Background: an optimization exercise with open tools, aiming at small area, a short achievable clock period and few clock cycles per item. Do not read the settings as production practice. Function was checked by simulation only, so behaviour that the tests miss may differ from the original.

==> design.v <==
`timescale 1ns / 1ps
module weight_matrix (
    input wire [2:0] row,
    input wire [2:0] col,
    output reg signed [15:0] weight
);
    always @(*) begin
        case ({row, col})
            6'd0: weight = 16'sd181;
            6'd1: weight = 16'sd181;
            6'd2: weight = 16'sd181;
            6'd3: weight = 16'sd181;
            6'd4: weight = 16'sd181;
            6'd5: weight = 16'sd181;
            6'd6: weight = 16'sd181;
            6'd7: weight = 16'sd181;
            6'd8: weight = 16'sd251;
            6'd9: weight = 16'sd213;
            6'd10: weight = 16'sd142;
            6'd11: weight = 16'sd50;
            6'd12: weight = -16'sd50;
            6'd13: weight = -16'sd142;
            6'd14: weight = -16'sd213;
            6'd15: weight = -16'sd251;
            6'd16: weight = 16'sd236;
            6'd17: weight = 16'sd98;
            6'd18: weight = -16'sd98;
            6'd19: weight = -16'sd236;
            6'd20: weight = -16'sd236;
            6'd21: weight = -16'sd98;
            6'd22: weight = 16'sd98;
            6'd23: weight = 16'sd236;
            6'd24: weight = 16'sd213;
            6'd25: weight = -16'sd50;
            6'd26: weight = -16'sd251;
            6'd27: weight = -16'sd142;
            6'd28: weight = 16'sd142;
            6'd29: weight = 16'sd251;
            6'd30: weight = 16'sd50;
            6'd31: weight = -16'sd213;
            6'd32: weight = 16'sd181;
            6'd33: weight = -16'sd181;
            6'd34: weight = -16'sd181;
            6'd35: weight = 16'sd181;
            6'd36: weight = 16'sd181;
            6'd37: weight = -16'sd181;
            6'd38: weight = -16'sd181;
            6'd39: weight = 16'sd181;
            6'd40: weight = 16'sd142;
            6'd41: weight = -16'sd251;
            6'd42: weight = 16'sd50;
            6'd43: weight = 16'sd213;
            6'd44: weight = -16'sd213;
            6'd45: weight = -16'sd50;
            6'd46: weight = 16'sd251;
            6'd47: weight = -16'sd142;
            6'd48: weight = 16'sd98;
            6'd49: weight = -16'sd236;
            6'd50: weight = 16'sd236;
            6'd51: weight = -16'sd98;
            6'd52: weight = -16'sd98;
            6'd53: weight = 16'sd236;
            6'd54: weight = -16'sd236;
            6'd55: weight = 16'sd98;
            6'd56: weight = 16'sd50;
            6'd57: weight = -16'sd142;
            6'd58: weight = 16'sd213;
            6'd59: weight = -16'sd251;
            6'd60: weight = 16'sd251;
            6'd61: weight = -16'sd213;
            6'd62: weight = 16'sd142;
            6'd63: weight = -16'sd50;
            default: weight = 16'sd0;
        endcase
    end
endmodule
`timescale 1ns / 1ps
module mac_unit (
    input clk,
    input rst,
    input enable,
    input clear,
    input signed [15:0] data,
    input signed [15:0] weight,
    output signed [31:0] sum,
    output reg signed [31:0] mac_out
);
    wire signed [31:0] product = data * weight;
    assign sum = (clear ? 32'sd0 : mac_out) + product;
    always @(posedge clk or posedge rst) begin
        if (rst)
            mac_out <= 0;
        else if (enable)
            mac_out <= sum;
    end
endmodule
`timescale 1ns / 1ps
module row_buffer (
    input clk,
    input write_enable,
    input [5:0] wr_index,
    input signed [15:0] data_in,
    input [5:0] rd_index,
    output signed [15:0] data_out
);
    reg signed [15:0] buffer [0:63];
    always @(posedge clk) begin
        if (write_enable)
            buffer[wr_index] <= data_in;
    end
    assign data_out = buffer[rd_index];
endmodule
`timescale 1ns / 1ps
module output_scaler (
    input signed [31:0] idct_value,
    output reg [7:0] pixel_out
);
    reg signed [22:0] temp;
    always @(*) begin
        temp = {idct_value[31], idct_value[31:10]} + 23'sd128;
        if (temp < 0)
            pixel_out = 8'd0;
        else if (temp > 23'sd255)
            pixel_out = 8'd255;
        else
            pixel_out = temp[7:0];
    end
endmodule
`timescale 1ns / 1ps
module idct_fsm (
    input wire clk, rst, in_valid,
    output wire in_ready,
    output wire load_we,
    output wire row_phase,
    output wire col_phase,
    output wire [2:0] outer,
    output wire [2:0] inner,
    output wire [2:0] k,
    output wire [5:0] load_idx
);
    localparam LOAD = 2'd0,
               ROW  = 2'd1,
               COL  = 2'd2;
    reg [1:0] state;
    reg [8:0] cnt;
    assign in_ready  = (state == LOAD);
    assign load_we   = in_ready & in_valid;
    assign row_phase = (state == ROW);
    assign col_phase = (state == COL);
    assign outer     = cnt[8:6];
    assign inner     = cnt[5:3];
    assign k         = cnt[2:0];
    assign load_idx  = cnt[5:0];
    always @(posedge clk or posedge rst) begin
        if (rst) begin
            state <= LOAD;
            cnt   <= 9'd0;
        end else begin
            case (state)
                LOAD: if (in_valid) begin
                    if (cnt[5:0] == 6'd63) begin
                        state <= ROW;
                        cnt   <= 9'd0;
                    end else
                        cnt <= cnt + 9'd1;
                end
                ROW: begin
                    if (cnt == 9'd511) state <= COL;
                    cnt <= cnt + 9'd1;
                end
                COL: begin
                    if (cnt == 9'd511) state <= LOAD;
                    cnt <= cnt + 9'd1;
                end
                default: begin
                    state <= LOAD;
                    cnt   <= 9'd0;
                end
            endcase
        end
    end
endmodule
`timescale 1ns / 1ps
module idct_top (
    input clk,
    input rst,
    input in_valid,
    input signed [15:0] F_in,
    output in_ready,
    output reg [7:0] idct_out,
    output reg out_valid
);
    wire load_we, row_phase, col_phase;
    wire [2:0] outer, inner, k;
    wire [5:0] load_idx;
    wire signed [15:0] weight;
    wire signed [15:0] coef_data;
    wire signed [15:0] row_buffer_data;
    wire signed [31:0] mac_sum;
    wire signed [31:0] mac_result;
    wire [7:0] pixel;
    idct_fsm fsm (
        .clk(clk),
        .rst(rst),
        .in_valid(in_valid),
        .in_ready(in_ready),
        .load_we(load_we),
        .row_phase(row_phase),
        .col_phase(col_phase),
        .outer(outer),
        .inner(inner),
        .k(k),
        .load_idx(load_idx)
    );
    row_buffer coef_buf (
        .clk(clk),
        .write_enable(load_we),
        .wr_index(load_idx),
        .data_in(F_in),
        .rd_index({outer, k}),           
        .data_out(coef_data)
    );
    weight_matrix weight_table (
        .row(k),
        .col(row_phase ? inner : outer),
        .weight(weight)
    );
    mac_unit mac (
        .clk(clk),
        .rst(rst),
        .enable(row_phase | col_phase),
        .clear(k == 3'd0),
        .data(col_phase ? row_buffer_data : coef_data),
        .weight(weight),
        .sum(mac_sum),
        .mac_out(mac_result)
    );
    row_buffer row_buf (
        .clk(clk),
        .write_enable(row_phase && k == 3'd7),
        .wr_index({outer, inner}),       
        .data_in(mac_sum[23:8]),
        .rd_index({k, inner}),           
        .data_out(row_buffer_data)
    );
    output_scaler scaler (
        .idct_value(mac_sum),
        .pixel_out(pixel)
    );
    always @(posedge clk or posedge rst) begin
        if (rst)
            out_valid <= 1'b0;
        else
            out_valid <= col_phase && k == 3'd7;
    end
    always @(posedge clk) begin
        if (col_phase && k == 3'd7)
            idct_out <= pixel;
    end
endmodule
==> run.sh <==
#!/bin/bash
# synth_recipe.tcl (not shown) runs the flow's synth.tcl, then flattens the netlist and writes it again
# the make line also repeats each setting of config.mk as NAME=value (left out here)
make -C /OpenROAD-flow-scripts/flow DESIGN_CONFIG=/design/flow/config.mk WORK_HOME=/design/flow/orfs CLKGATE_MAP_FILE= SYNTH_SCRIPT=/design/flow/synth_recipe.tcl finish
==> config.mk <==
export PLATFORM = sky130hd
export DESIGN_NAME = idct_top
export DESIGN_NICKNAME = idct_top
export VERILOG_FILES = /design/flow/design.v
export SDC_FILE = /design/flow/constraint.sdc
export NUM_CORES = 4
export LEC_CHECK = 0
export CAP_MARGIN = 20
export CORE_MARGIN = 2
export CORE_UTILIZATION = 40
export PLACE_DENSITY = 0.6
export SLEW_MARGIN = 20
==> constraint.sdc <==
create_clock -name core_clock -period 12.0 [get_ports {clk}]
set_input_delay 2.4000 -clock core_clock [delete_from_list [all_inputs] [get_ports {clk}]]
set_output_delay 2.4000 -clock core_clock [all_outputs]
set_load 0.01 [all_outputs]
==> key figures <==
Floorplan
  • Die Ht: 477.1 um
  • Row cnt: approximately 170
  • Die Span X: 477.1 um
  • I/O Pins: 29
  • Die area: 227600 um^2
  • Starting Density: 40.28%
  • Core area: 222300 um^2

Critical path
  • Critical Path End Type: register
  • Crit-path slowest cell: nor3_4
  • Top cell by count, worst path: fa_1
  • Crit path largest cell delay: 0.82 ns
  • CP Launch Type: register
  • Worst Path Arrival: 12.16 ns
  • Worst r2r src: fsm.cnt[5]
  • Crit path max-delay family: compound AO/OA/AOI/OAI gates
  • Critical path data required time: approximately 13 ns
  • Setup CP Type: register to register
  • WP buf/inv: 4
  • Max FO, Critical Path: 36
  • Setup crit start: fsm.cnt[5]

Finish
  • Fillcell total: 19.08k
  • Layout area overhead: 13.51%
  • Commonest non-fill, non-tap cell in the layout: edfxtp_1
  • Final Instance Area: between 100000 and 150000 um^2
  • Ratio of cells with drive above 1 in the final layout: between 10% and 20%
  • # nets final: 6273
  • Post-Route Utilization: 45.72%
  • Final non-filler cell total: 9001
  • Commonest non-fill, non-tap cells in the layout: edfxtp_1, a22oi_1, inv_1

STA
  • RSZ-0062 raised after global routing: no
  • Slew margin rel.: 23.90%
  • Slew Limit Fails: 0
  • Period utilization: a little under 100%
  • Final setup fails: 0
  • Endpoints failing hold: 0
  • Clk_skew: 0.07016 ns
  • Tmin final: 11.60 ns
  • Slew at the pin with the worst max-slew slack: 1.133 ns
  • Max Fclk: 86.20 MHz
  • Post-route setup TNS: 0 ns

Global route
  • Tot GR Track Use: 23.44%
  • Global-route wire length before repair: 389400 um
  • Antenna violations before repair: 16
  • Largest net degree at the start of global routing: 71
  • Vias in the first global route: 52.66k
  • Aggregate global routing overflow: 0

Placed design
  • DP Cell Count: 8619
  • Post-DP Area: 95060 um^2
  • GP Congestion: 0.9130
  • IO Port Bufs: 28
  • HPWL Detailed: 166700 um

Clock tree
  • CTS sink cnt: 2100
  • CTS buffer count: 203
  • Clk slew on worst S/H paths: 0.06 ns
  • Worst skew pair latency: 0.89 ns
  • TritonCTS clock tree: yes
  • Root Buffer: clkbuf_16
  • Clock buffer depth: 3
  • Hold-fix buffers, CTS: 0
  • # H-tree levels: 4

Synthesis
  • FFs w/ async S/R, synth: 2.095%
  • Area leader, netlist: edfxtp_1
  • Syn nets: 6078
  • Seq/Total Area, Yosys: a little over two thirds
  • Synth Register Bits: 2100
  • EDFF count, synth: between 2k and 2.5k
  • Mapped Area: 89540 um^2
  • Synth top area share: 68.95%
  • Yosys cell types: 95
  • Mapped Cells: 5657
  • Top cells by area, synth: edfxtp_1, fa_1, a22oi_1
  • Yosys warning total: 6
  • Avg Cell Area, Syn: 15.83 um^2
  • Dominant synthesized flop cell: edfxtp_1

Drt
  • DR pass1 iterations: 6
  • Via density: 6.020
  • 1st-iter DRT viols: 7740
  • DR WL/cell: 30.25 um
  • Final wirelength: between 200000 and 300000 um
  • Post-route ant nets: 0
  • DRC: 0
  • DR vias: 54.19k

Run
  • Max cap viols: 0

Min path
  • Hold path startpoint: mac.mac_out[10]
  • Worst hold path class: register to register

Run status
  • Status: finished clean
area by class of cell:
cell class	instances	area (um^2)	share of cell area (%)
Antenna cell	4	10.01	0.009848
Clock buffer	251	5333	5.247
Clock inverter	124	1126	1.108
Inverter	407	1530	1.506
Multi-Input combinational cell	2825	24320	23.93
Sequential cell	2100	62860	61.85
Tap cell	2975	3722	3.662
Timing Repair Buffer	315	2733	2.689
state kept, by name, indices dropped and copies added, names as in the netlist:
register         count
coef_buf.buffer   1024
row_buf.buffer    1024
mac.mac_out         32
fsm.cnt              9
idct_out             8
fsm.state            2
out_valid            1
per-layer routing:
layer | GRT usage [%] | wire length [um] | vias up
li1 | - | - | 22470
met1 | 33.16 | 109700 | 28110
met2 | 36.15 | 124600 | 3110
met3 | 4.268 | 27220 | 498
met4 | 8.777 | 10740 | 2
met5 | 0 | 9 | -
cell families after synthesis:
logic type | synth area share [%]
buffers and inverters | 3.200
AOI/OAI and AO/OA | 11.44
and+or+nand+nor | 4.505
xor gates and xnor gates | 0.5310
muxes | 2.172
DFF | 70.18
adders and majority gates | 7.968
metrics by stage:
stage,hold WS (ns),setup slack [ns]
2_1_floorplan,0.4721,0.1820
3_3_place_gp,0.4803,-0.2008
3_5_place_dp,0.4874,-0.2714
4_1_cts,0.4994,0.03472
5_1_grt,0.5118,0.04669
6_report,0.4979,0.3996
cell usage after synthesis (all sizes together) (18+ instances only):
master and number:
edfxtp 2056, a22oi 591, inv 406, nor2 336, fa 279, clkbuf 186
a221oi 168, a21oi 140, buf 140, nand2 135, a22o 123, ha 123
nand4 100, a31oi 92, o21ai 90, mux2 72, mux2i 67, and2 52
dfrtp 44, nand3 41, o211ai 34, xnor2 32, nand2b 30, nor3 29
or2 21, mux4 20, a41oi 18, nor2b 18
worst paths after layout:
check,end,slack (ns),cells after the start
max in group asynchronous,fsm.cnt[0],9.21,3
min in group asynchronous,mac.mac_out[24],2.12,3
worst min register to register,mac.mac_out[10],0.50,1
worst max-delay path,idct_out[7],0.40,31
worst min-delay path,mac.mac_out[10],0.50,1
worst max register to register,idct_out[7],0.40,31
timing repair:
action,CTS,global route
pin swaps,0,1
resized for setup,2,10
setup buffers,0,1
setup endpoints to repair,8,8
cloned,0,1
Testbench counts, summed over its fixed seeds: cycles 104,456, blocks 96.

==> static timing again, ports no longer ideal <==
Ports are ideal in the flow. The routed layout listed here was re-timed in OpenROAD.
Step 1 (the two cells are an assumption about what drives the block):
set clk [get_ports {clk}]
set_driving_cell -lib_cell sky130_fd_sc_hd__clkbuf_16 $clk
set_driving_cell -lib_cell sky130_fd_sc_hd__buf_2 [delete_from_list [all_inputs] $clk]
Step 2 adds t to the input delays and takes it off the output delays; t is the mean of the earliest and latest rising clock arrival at the registers after step 1. Input paths then give back, and output paths get back, about the clock's delay inside the block.
Slacks: ideal / step 1 / step 2; pairs: ideal / step 1.
t, ns: 0.941
slack for setup (ns): 0.400 / 0.400 / 0.400
worst data-port slew with drivers (ns): 0.10
After both steps setup and hold are still met in this run. For this run, drivers alone change the setup slack by 0.000 ns; drivers and shift together by 0.000 ns.
